This is an optimization exercise on Yosys and OpenROAD, whose aim is small area, a short achievable clock period and few clock cycles per item, not a production implementation.
Where RTL was checked, it was by simulation tests only, not by an equivalence proof against the original.

==> module booth_multiplier, before the edit <==
module booth_multiplier(clk, reset_n, multiplier, multiplicand, op_start, op_clear, op_done, result);
	input clk, reset_n;
	input [63:0] multiplier;
	input [63:0] multiplicand;
	input op_start, op_clear;
	output op_done;
	output [127:0] result;
	localparam IDLE = 2'd0, BUSY = 2'd1, DONE = 2'd2;
	reg [1:0] state;
	reg [3:0] cnt;
	reg op_done;
	reg [63:0] lo;              
	reg [64:0] acc_s, acc_c;    
	reg [7:0]  pend_s, pend_c;  
	reg        cin;             
	reg [3:0]  sel1, sel2, neg;  
	wire [8:0] win_ld = {multiplier[7:0], 1'b0};
	wire [8:0] win_nx = lo[15:7];
	wire [8:0] win = (state == IDLE) ? win_ld : win_nx;
	wire [3:0] e1, e2, en;
	genvar t;
	generate
		for (t = 0; t < 4; t = t + 1) begin : g_enc
			wire b0 = win[2*t];
			wire b1 = win[2*t+1];
			wire b2 = win[2*t+2];
			assign e1[t] = b1 ^ b0;
			assign e2[t] = (b2 & ~b1 & ~b0) | (~b2 & b1 & b0);
			assign en[t] = b2 & ~(b1 & b0);
		end
	endgenerate
	wire [63:0] nvec;
	generate
		for (t = 0; t < 32; t = t + 1) begin : g_neg
			wire xm1 = (t == 0) ? 1'b0 : multiplier[2*t-1];
			assign nvec[2*t] = multiplier[2*t+1] & ~(multiplier[2*t] & xm1);
			assign nvec[2*t+1] = 1'b0;
		end
	endgenerate
	wire [64:0] pat [0:3];
	generate
		for (t = 0; t < 4; t = t + 1) begin : g_row
			wire [64:0] mag = ({65{sel1[t]}} & {multiplicand[63], multiplicand}) | ({65{sel2[t]}} & {multiplicand, 1'b0});
			assign pat[t] = mag ^ {65{neg[t]}};
		end
	endgenerate
	wire [72:0] l3_s, l3_c;
	csa_tree u_tree(.as(acc_s), .ac(acc_c), .p0(pat[0]), .p1(pat[1]), .p2(pat[2]), .p3(pat[3]), .s(l3_s), .c(l3_c));
	wire [72:0] sum = {acc_s[64:0], pend_s} + {acc_c[64:0], pend_c} + {72'b0, cin};
	wire c8 = sum[8] ^ acc_s[0] ^ acc_c[0];
	wire idle = (state == IDLE);
	wire step = (state == BUSY) & ~cnt[3];
	wire fin = (state == BUSY) & cnt[3];
	always @(posedge clk or negedge reset_n) begin
		if (!reset_n) begin
			state <= IDLE;
			cnt <= 4'd0;
			op_done <= 1'b0;
		end else if (op_clear) begin
			state <= IDLE;
			op_done <= 1'b0;
		end else begin
			case (state)
				IDLE: if (op_start) begin state <= BUSY; cnt <= 4'd0; end
				BUSY: begin
					cnt <= cnt + 4'd1;
					if (cnt[3]) begin state <= DONE; op_done <= 1'b1; end
				end
				default: ;
			endcase
		end
	end
	always @(posedge clk) begin
		sel1 <= e1;
		sel2 <= e2;
		neg <= en;
		if (idle) begin
			acc_c <= {1'b0, nvec};
			pend_s <= 8'b0;
			pend_c <= 8'b0;
			cin <= 1'b0;
		end else begin
			acc_c <= l3_c[72:8];
			pend_s <= l3_s[7:0];
			pend_c <= l3_c[7:0];
			cin <= c8;
		end
		if (idle) begin
			lo <= multiplier;
			acc_s <= {1'b1, 64'b0};
		end else if (step) begin
			lo <= {sum[7:0], lo[63:8]};
			acc_s <= l3_s[72:8];
		end else if (fin) begin
			lo <= {sum[7:0], lo[63:8]};
			acc_s[63:0] <= sum[71:8];
		end
	end
	assign result = {acc_s[63:0], lo};
endmodule
clock: 6.0 ns
lec_check: 0
cap_margin: 20
core_margin: 2
core_utilization: 40
cts_cluster_diameter: 70
cts_cluster_size: 24
setup_slack_margin: 3.2
slew_margin: 20
synth_hierarchical: 1
tns_end_percent: 5
standard.sh (not shown) runs the stock make flow with config.mk's settings and CLKGATE_MAP_FILE= SYNTH_SCRIPT=/design/flow/synth_recipe.tcl, a recipe that flattens the netlist after the stock synthesis.
==> flow/flow/run.sh <==
#!/bin/bash
# Standard ORFS layout, with the port buffers made of the smallest buffer cell.
set -euo pipefail
cd "$(dirname "$0")/.."
bash standard.sh 'BUFFER_PORTS_ARGS=-buffer_cell sky130_fd_sc_hd__buf_1' finish > standard_flow.log 2>&1
Testbench counts at the start, summed over its fixed seeds: cycles 5,632, items 512.
Next try:
--- a/flow/design.v
+++ b/flow/design.v
@@ -660,4 +660,5 @@
 	reg [7:0]  pend_s, pend_c;  
 	reg        cin;             
+	reg        first;           
 	reg [3:0]  sel1, sel2, neg;  
 	wire [8:0] win_ld = {multiplier[7:0], 1'b0};
@@ -691,7 +692,8 @@
 		end
 	endgenerate
+	wire [64:0] as_in = first ? {1'b1, 64'b0} : acc_s;
 	wire [72:0] l3_s, l3_c;
-	csa_tree u_tree(.as(acc_s), .ac(acc_c), .p0(pat[0]), .p1(pat[1]), .p2(pat[2]), .p3(pat[3]), .s(l3_s), .c(l3_c));
-	wire [72:0] sum = {acc_s[64:0], pend_s} + {acc_c[64:0], pend_c} + {72'b0, cin};
+	csa_tree u_tree(.as(as_in), .ac(acc_c), .p0(pat[0]), .p1(pat[1]), .p2(pat[2]), .p3(pat[3]), .s(l3_s), .c(l3_c));
+	wire [72:0] sum = {acc_s[64:0], pend_s} + {acc_c[64:0], pend_c[7:1], cin};
 	wire c8 = sum[8] ^ acc_s[0] ^ acc_c[0];
 	wire idle = (state == IDLE);
@@ -721,27 +723,21 @@
 		sel2 <= e2;
 		neg <= en;
-		if (idle) begin
-			acc_c <= {1'b0, nvec};
-			pend_s <= 8'b0;
-			pend_c <= 8'b0;
-			cin <= 1'b0;
-		end else begin
+		first <= idle;
+		acc_s <= l3_s[72:8];
+		pend_s <= l3_s[7:0];
+		pend_c <= l3_c[7:0];
+		cin <= c8 & ~first;
+		if (step)
 			acc_c <= l3_c[72:8];
-			pend_s <= l3_s[7:0];
-			pend_c <= l3_c[7:0];
-			cin <= c8;
-		end
-		if (idle) begin
+		else if (idle)
+			acc_c <= {1'b0, nvec};
+		else if (fin)
+			acc_c[63:0] <= sum[71:8];
+		if (idle)
 			lo <= multiplier;
-			acc_s <= {1'b1, 64'b0};
-		end else if (step) begin
-			lo <= {sum[7:0], lo[63:8]};
-			acc_s <= l3_s[72:8];
-		end else if (fin) begin
+		else if (step | fin)
 			lo <= {sum[7:0], lo[63:8]};
-			acc_s[63:0] <= sum[71:8];
-		end
 	end
-	assign result = {acc_s[63:0], lo};
+	assign result = {acc_c[63:0], lo};
 endmodule
 module csa_tree(as, ac, p0, p1, p2, p3, s, c);
Sequential cell count does not change.
Maximum frequency falls by 2.9%.
Area after synthesis grows by about 0.5%.
Worst hold slack hardly moves.
The RTL of the second run of this note was laid out without a check of its function.


Starting RTL as in the previous note.
==> flow/config.mk <==
export PLATFORM = sky130hd
export DESIGN_NAME = booth_multiplier
export DESIGN_NICKNAME = booth_multiplier
export VERILOG_FILES = /design/flow/design.v
export SDC_FILE = /design/flow/constraint.sdc
export NUM_CORES = 4
export LEC_CHECK = 0
export CAP_MARGIN = 20
export CORE_MARGIN = 2
export CORE_UTILIZATION = 40
export SETUP_SLACK_MARGIN = 3.2
export SLEW_MARGIN = 20
export SYNTH_HIERARCHICAL = 1
export TNS_END_PERCENT = 5
==> flow/constraint.sdc <==
create_clock -name core_clock -period 6.0 [get_ports {clk}]
set_input_delay 1.2000 -clock core_clock [delete_from_list [all_inputs] [get_ports {clk}]]
set_output_delay 1.2000 -clock core_clock [all_outputs]
set_load 0.01 [all_outputs]
Scripts as last shown in full above: flow/flow/run.sh
Testbench counts at the start, summed over its fixed seeds: cycles 5,632, items 512.
==> next run, changes <==
--- a/flow/design.v
+++ b/flow/design.v
@@ -691,9 +691,9 @@
 		end
 	endgenerate
 	wire [72:0] l3_s, l3_c;
 	csa_tree u_tree(.as(acc_s), .ac(acc_c), .p0(pat[0]), .p1(pat[1]), .p2(pat[2]), .p3(pat[3]), .s(l3_s), .c(l3_c));
-	wire [72:0] sum = {acc_s[64:0], pend_s} + {acc_c[64:0], pend_c} + {72'b0, cin};
+	wire [72:0] sum = {acc_s[64:0], pend_s} + {acc_c[64:0], pend_c[7:1], cin};
 	wire c8 = sum[8] ^ acc_s[0] ^ acc_c[0];
 	wire idle = (state == IDLE);
 	wire step = (state == BUSY) & ~cnt[3];
 	wire fin = (state == BUSY) & cnt[3];
What happened:
- The changed run produced a clean layout
- synthesized cell count grows slightly
- core utilization grows by 1.7 points
- count of clock-buffer cells in the layout grows by 4
- first-iteration DRC count shrinks by a few percent
- final area grows by a few percent
- maximum frequency grows slightly
Function not checked in the second run of this note: the RTL went through the layout flow alone.


Setup of lane 1:
booth_multiplier, a different RTL version from the one above (not shown whole).
Size in the first run: ~290 flip-flops, about 25000 sq um of cells after synthesis.
==> module booth_multiplier, before the edit <==
module booth_multiplier(clk, reset_n, multiplier, multiplicand, op_start, op_clear, op_done, result);
	input clk, reset_n;
	input [63:0] multiplier;
	input [63:0] multiplicand;
	input op_start, op_clear;
	output op_done;
	output [127:0] result;
	localparam IDLE = 2'd0, BUSY = 2'd1, DONE = 2'd2;
	reg [1:0] state;
	reg [3:0] cnt;
	reg op_done;
	reg [63:0] m;               
	reg [63:0] lo;              
	reg [64:0] acc_s, acc_c;    
	reg [7:0]  pend_s, pend_c;  
	reg        cin;             
	reg [3:0]  sel1, sel2, neg;  
	wire [8:0] win_ld = {multiplier[7:0], 1'b0};
	wire [8:0] win_nx = lo[15:7];
	wire [8:0] win = (state == IDLE) ? win_ld : win_nx;
	wire [3:0] e1, e2, en;
	genvar t;
	generate
		for (t = 0; t < 4; t = t + 1) begin : g_enc
			wire b0 = win[2*t];
			wire b1 = win[2*t+1];
			wire b2 = win[2*t+2];
			assign e1[t] = b1 ^ b0;
			assign e2[t] = (b2 & ~b1 & ~b0) | (~b2 & b1 & b0);
			assign en[t] = b2 & ~(b1 & b0);
		end
	endgenerate
	wire [63:0] nvec;
	generate
		for (t = 0; t < 32; t = t + 1) begin : g_neg
			wire xm1 = (t == 0) ? 1'b0 : multiplier[2*t-1];
			assign nvec[2*t] = multiplier[2*t+1] & ~(multiplier[2*t] & xm1);
			assign nvec[2*t+1] = 1'b0;
		end
	endgenerate
	wire [64:0] pat [0:3];
	generate
		for (t = 0; t < 4; t = t + 1) begin : g_row
			wire [64:0] mag = ({65{sel1[t]}} & {m[63], m}) | ({65{sel2[t]}} & {m, 1'b0});
			assign pat[t] = mag ^ {65{neg[t]}};
		end
	endgenerate
	wire [72:0] l3_s, l3_c;
	csa_tree u_tree(.as(acc_s), .ac(acc_c), .p0(pat[0]), .p1(pat[1]), .p2(pat[2]), .p3(pat[3]), .s(l3_s), .c(l3_c));
	wire [72:0] sum = {acc_s[64:0], pend_s} + {acc_c[64:0], pend_c} + {72'b0, cin};
	wire c8 = sum[8] ^ acc_s[0] ^ acc_c[0];
	wire idle = (state == IDLE);
	wire step = (state == BUSY) & ~cnt[3];
	wire fin = (state == BUSY) & cnt[3];
	always @(posedge clk or negedge reset_n) begin
		if (!reset_n) begin
			state <= IDLE;
			cnt <= 4'd0;
			op_done <= 1'b0;
		end else if (op_clear) begin
			state <= IDLE;
			op_done <= 1'b0;
		end else begin
			case (state)
				IDLE: if (op_start) begin state <= BUSY; cnt <= 4'd0; end
				BUSY: begin
					cnt <= cnt + 4'd1;
					if (cnt[3]) begin state <= DONE; op_done <= 1'b1; end
				end
				default: ;
			endcase
		end
	end
	always @(posedge clk) begin
		m <= multiplicand;
		sel1 <= e1;
		sel2 <= e2;
		neg <= en;
		if (idle) begin
			acc_c <= {1'b0, nvec};
			pend_s <= 8'b0;
			pend_c <= 8'b0;
			cin <= 1'b0;
		end else begin
			acc_c <= l3_c[72:8];
			pend_s <= l3_s[7:0];
			pend_c <= l3_c[7:0];
			cin <= c8;
		end
		if (idle) begin
			lo <= multiplier;
			acc_s <= {1'b1, 64'b0};
		end else if (step) begin
			lo <= {sum[7:0], lo[63:8]};
			acc_s <= l3_s[72:8];
		end else if (fin) begin
			lo <= {sum[7:0], lo[63:8]};
			acc_s[63:0] <= sum[71:8];
		end
	end
	assign result = {acc_s[63:0], lo};
endmodule
export LEC_CHECK = 0
export CAP_MARGIN = 20
export CORE_MARGIN = 2
export CORE_UTILIZATION = 40
export SETUP_SLACK_MARGIN = 3.2
export SLEW_MARGIN = 20
export SYNTH_HIERARCHICAL = 1
export TNS_END_PERCENT = 5
create_clock -name core_clock -period 6.0 [get_ports {clk}]
Scripts as last shown in full above: flow/flow/run.sh
#### Input delta (lane 2 over lane 1)
-- flow/design.v --
<<< lane 1, line 656
	reg [3:0] cnt;
	reg op_done;
	reg [63:0] m;               
	reg [63:0] lo;              
	reg [64:0] acc_s, acc_c;    
>>> lane 2, line 656
	reg [3:0] cnt;
	reg op_done;
	reg [63:0] lo;              
	reg [64:0] acc_s, acc_c;    
<<< lane 1, line 688
	generate
		for (t = 0; t < 4; t = t + 1) begin : g_row
			wire [64:0] mag = ({65{sel1[t]}} & {m[63], m}) | ({65{sel2[t]}} & {m, 1'b0});
			assign pat[t] = mag ^ {65{neg[t]}};
		end
>>> lane 2, line 687
	generate
		for (t = 0; t < 4; t = t + 1) begin : g_row
			wire [64:0] mag = ({65{sel1[t]}} & {multiplicand[63], multiplicand}) | ({65{sel2[t]}} & {multiplicand, 1'b0});
			assign pat[t] = mag ^ {65{neg[t]}};
		end
<<< lane 1, line 694
	wire [72:0] l3_s, l3_c;
	csa_tree u_tree(.as(acc_s), .ac(acc_c), .p0(pat[0]), .p1(pat[1]), .p2(pat[2]), .p3(pat[3]), .s(l3_s), .c(l3_c));
	wire [72:0] sum = {acc_s[64:0], pend_s} + {acc_c[64:0], pend_c} + {72'b0, cin};
	wire c8 = sum[8] ^ acc_s[0] ^ acc_c[0];
	wire idle = (state == IDLE);
>>> lane 2, line 693
	wire [72:0] l3_s, l3_c;
	csa_tree u_tree(.as(acc_s), .ac(acc_c), .p0(pat[0]), .p1(pat[1]), .p2(pat[2]), .p3(pat[3]), .s(l3_s), .c(l3_c));
	wire [72:0] sum;
	ks_add73 u_add(.a({acc_s[64:0], pend_s}), .b({acc_c[64:0], pend_c[7:1], cin}), .s(sum));
	wire c8 = sum[8] ^ acc_s[0] ^ acc_c[0];
	wire idle = (state == IDLE);
<<< lane 1, line 719
	end
	always @(posedge clk) begin
		m <= multiplicand;
		sel1 <= e1;
		sel2 <= e2;
>>> lane 2, line 719
	end
	always @(posedge clk) begin
		sel1 <= e1;
		sel2 <= e2;
<<< lane 1, line 765
	assign c = {((l2_s & l2_c) | (l2_s & l1b_c) | (l2_c & l1b_c)), 1'b0};
endmodule
>>> lane 2, line 764
	assign c = {((l2_s & l2_c) | (l2_s & l1b_c) | (l2_c & l1b_c)), 1'b0};
endmodule
module ks_add73(a, b, s);
	input [72:0] a, b;
	output [72:0] s;
	wire [72:0] p0 = a ^ b;
	wire [72:0] g0 = a & b;
	wire [72:0] g1 = g0 | (p0 & {g0[71:0], 1'b0});
	wire [72:0] p1 = p0 & {p0[71:0], 1'b0};
	wire [72:0] g2 = g1 | (p1 & {g1[70:0], 2'b0});
	wire [72:0] p2 = p1 & {p1[70:0], 2'b0};
	wire [72:0] g3 = g2 | (p2 & {g2[68:0], 4'b0});
	wire [72:0] p3 = p2 & {p2[68:0], 4'b0};
	wire [72:0] g4 = g3 | (p3 & {g3[64:0], 8'b0});
	wire [72:0] p4 = p3 & {p3[64:0], 8'b0};
	wire [72:0] g5 = g4 | (p4 & {g4[56:0], 16'b0});
	wire [72:0] p5 = p4 & {p4[56:0], 16'b0};
	wire [72:0] g6 = g5 | (p5 & {g5[40:0], 32'b0});
	wire [72:0] p6 = p5 & {p5[40:0], 32'b0};
	wire [72:0] g7 = g6 | (p6 & {g6[8:0], 64'b0});
	wire [72:0] p7 = p6 & {p6[8:0], 64'b0};
	assign s = p0 ^ {g7[71:0], 1'b0};
endmodule
==> run notes <==
Going from lane 1 to lane 2, met2 demand-to-capacity share in global routing moved down; largest net degree at the start of global routing has increased. Per the comparison of lane 2 with lane 1, setup clock skew after layout went down by 0.0086 ns, number of multi-input combinational cells went up by 5.1%, logic depth of the worst path, buffers included went down by 1. Worst reg2reg path depth: lane 2 > lane 1. Diff lane 1 -> lane 2 | number of placed instances with taps included | up slightly. Compared with lane 1, lane 2 shows a lower final critical-path share of the clock period. Post-route cell area (lane 2 vs. lane 1) decreases by a few percent.
No functional check of the RTL was part of any run of this note.

[static timing again, ports no longer ideal]
The flow's constraints put no driver on any port. The routed layouts listed below were extracted and timed again, unchanged, in two steps. Step 1 (the two cells are an assumption about what drives the block):
set clk [get_ports {clk}]
set_driving_cell -lib_cell sky130_fd_sc_hd__clkbuf_16 $clk
set_driving_cell -lib_cell sky130_fd_sc_hd__buf_2 [delete_from_list [all_inputs] $clk]
Step 2 times the ports against the registers' clock, not the clock port: input delays grow and output delays shrink by t, the midpoint of the rising clock arrivals with the driver on. Three values: ideal ports, drivers, drivers and shift; two values: the first two.
run | shift t [ns] | slack for setup (ns) | worst hold slack (ns) | worst setup path at the end | worst slew at a driven data input, ns
the first run of note 1 | 0.628 | 2.811 / 2.821 / 2.202 | 0.511 / 0.511 / 0.511 | input to register | 0.08
the second run of note 1 | 0.614 | 2.717 / 2.717 / 2.145 | 0.509 / 0.494 / 0.509 | input to register | 0.13
the first run of note 2 | 0.635 | 2.820 / 2.840 / 2.205 | 0.511 / 0.511 / 0.511 | input to register | 0.08
the second run of note 2 | 0.643 | 2.861 / 2.895 / 2.252 | 0.492 / 0.471 / 0.492 | input to register | 0.11
lane 1 | 0.622 | 2.876 / 2.876 / 2.876 | 0.499 / 0.486 / 0.499 | register to register | 0.05
lane 2 | 0.627 | 2.934 / 2.945 / 2.335 | 0.500 / 0.500 / 0.500 | input to register | 0.08
After both steps every run listed still meets setup and hold. The setup slack of the first run of note 2, which loses most, moves by +0.020 ns with the drivers and by -0.615 ns with both steps.
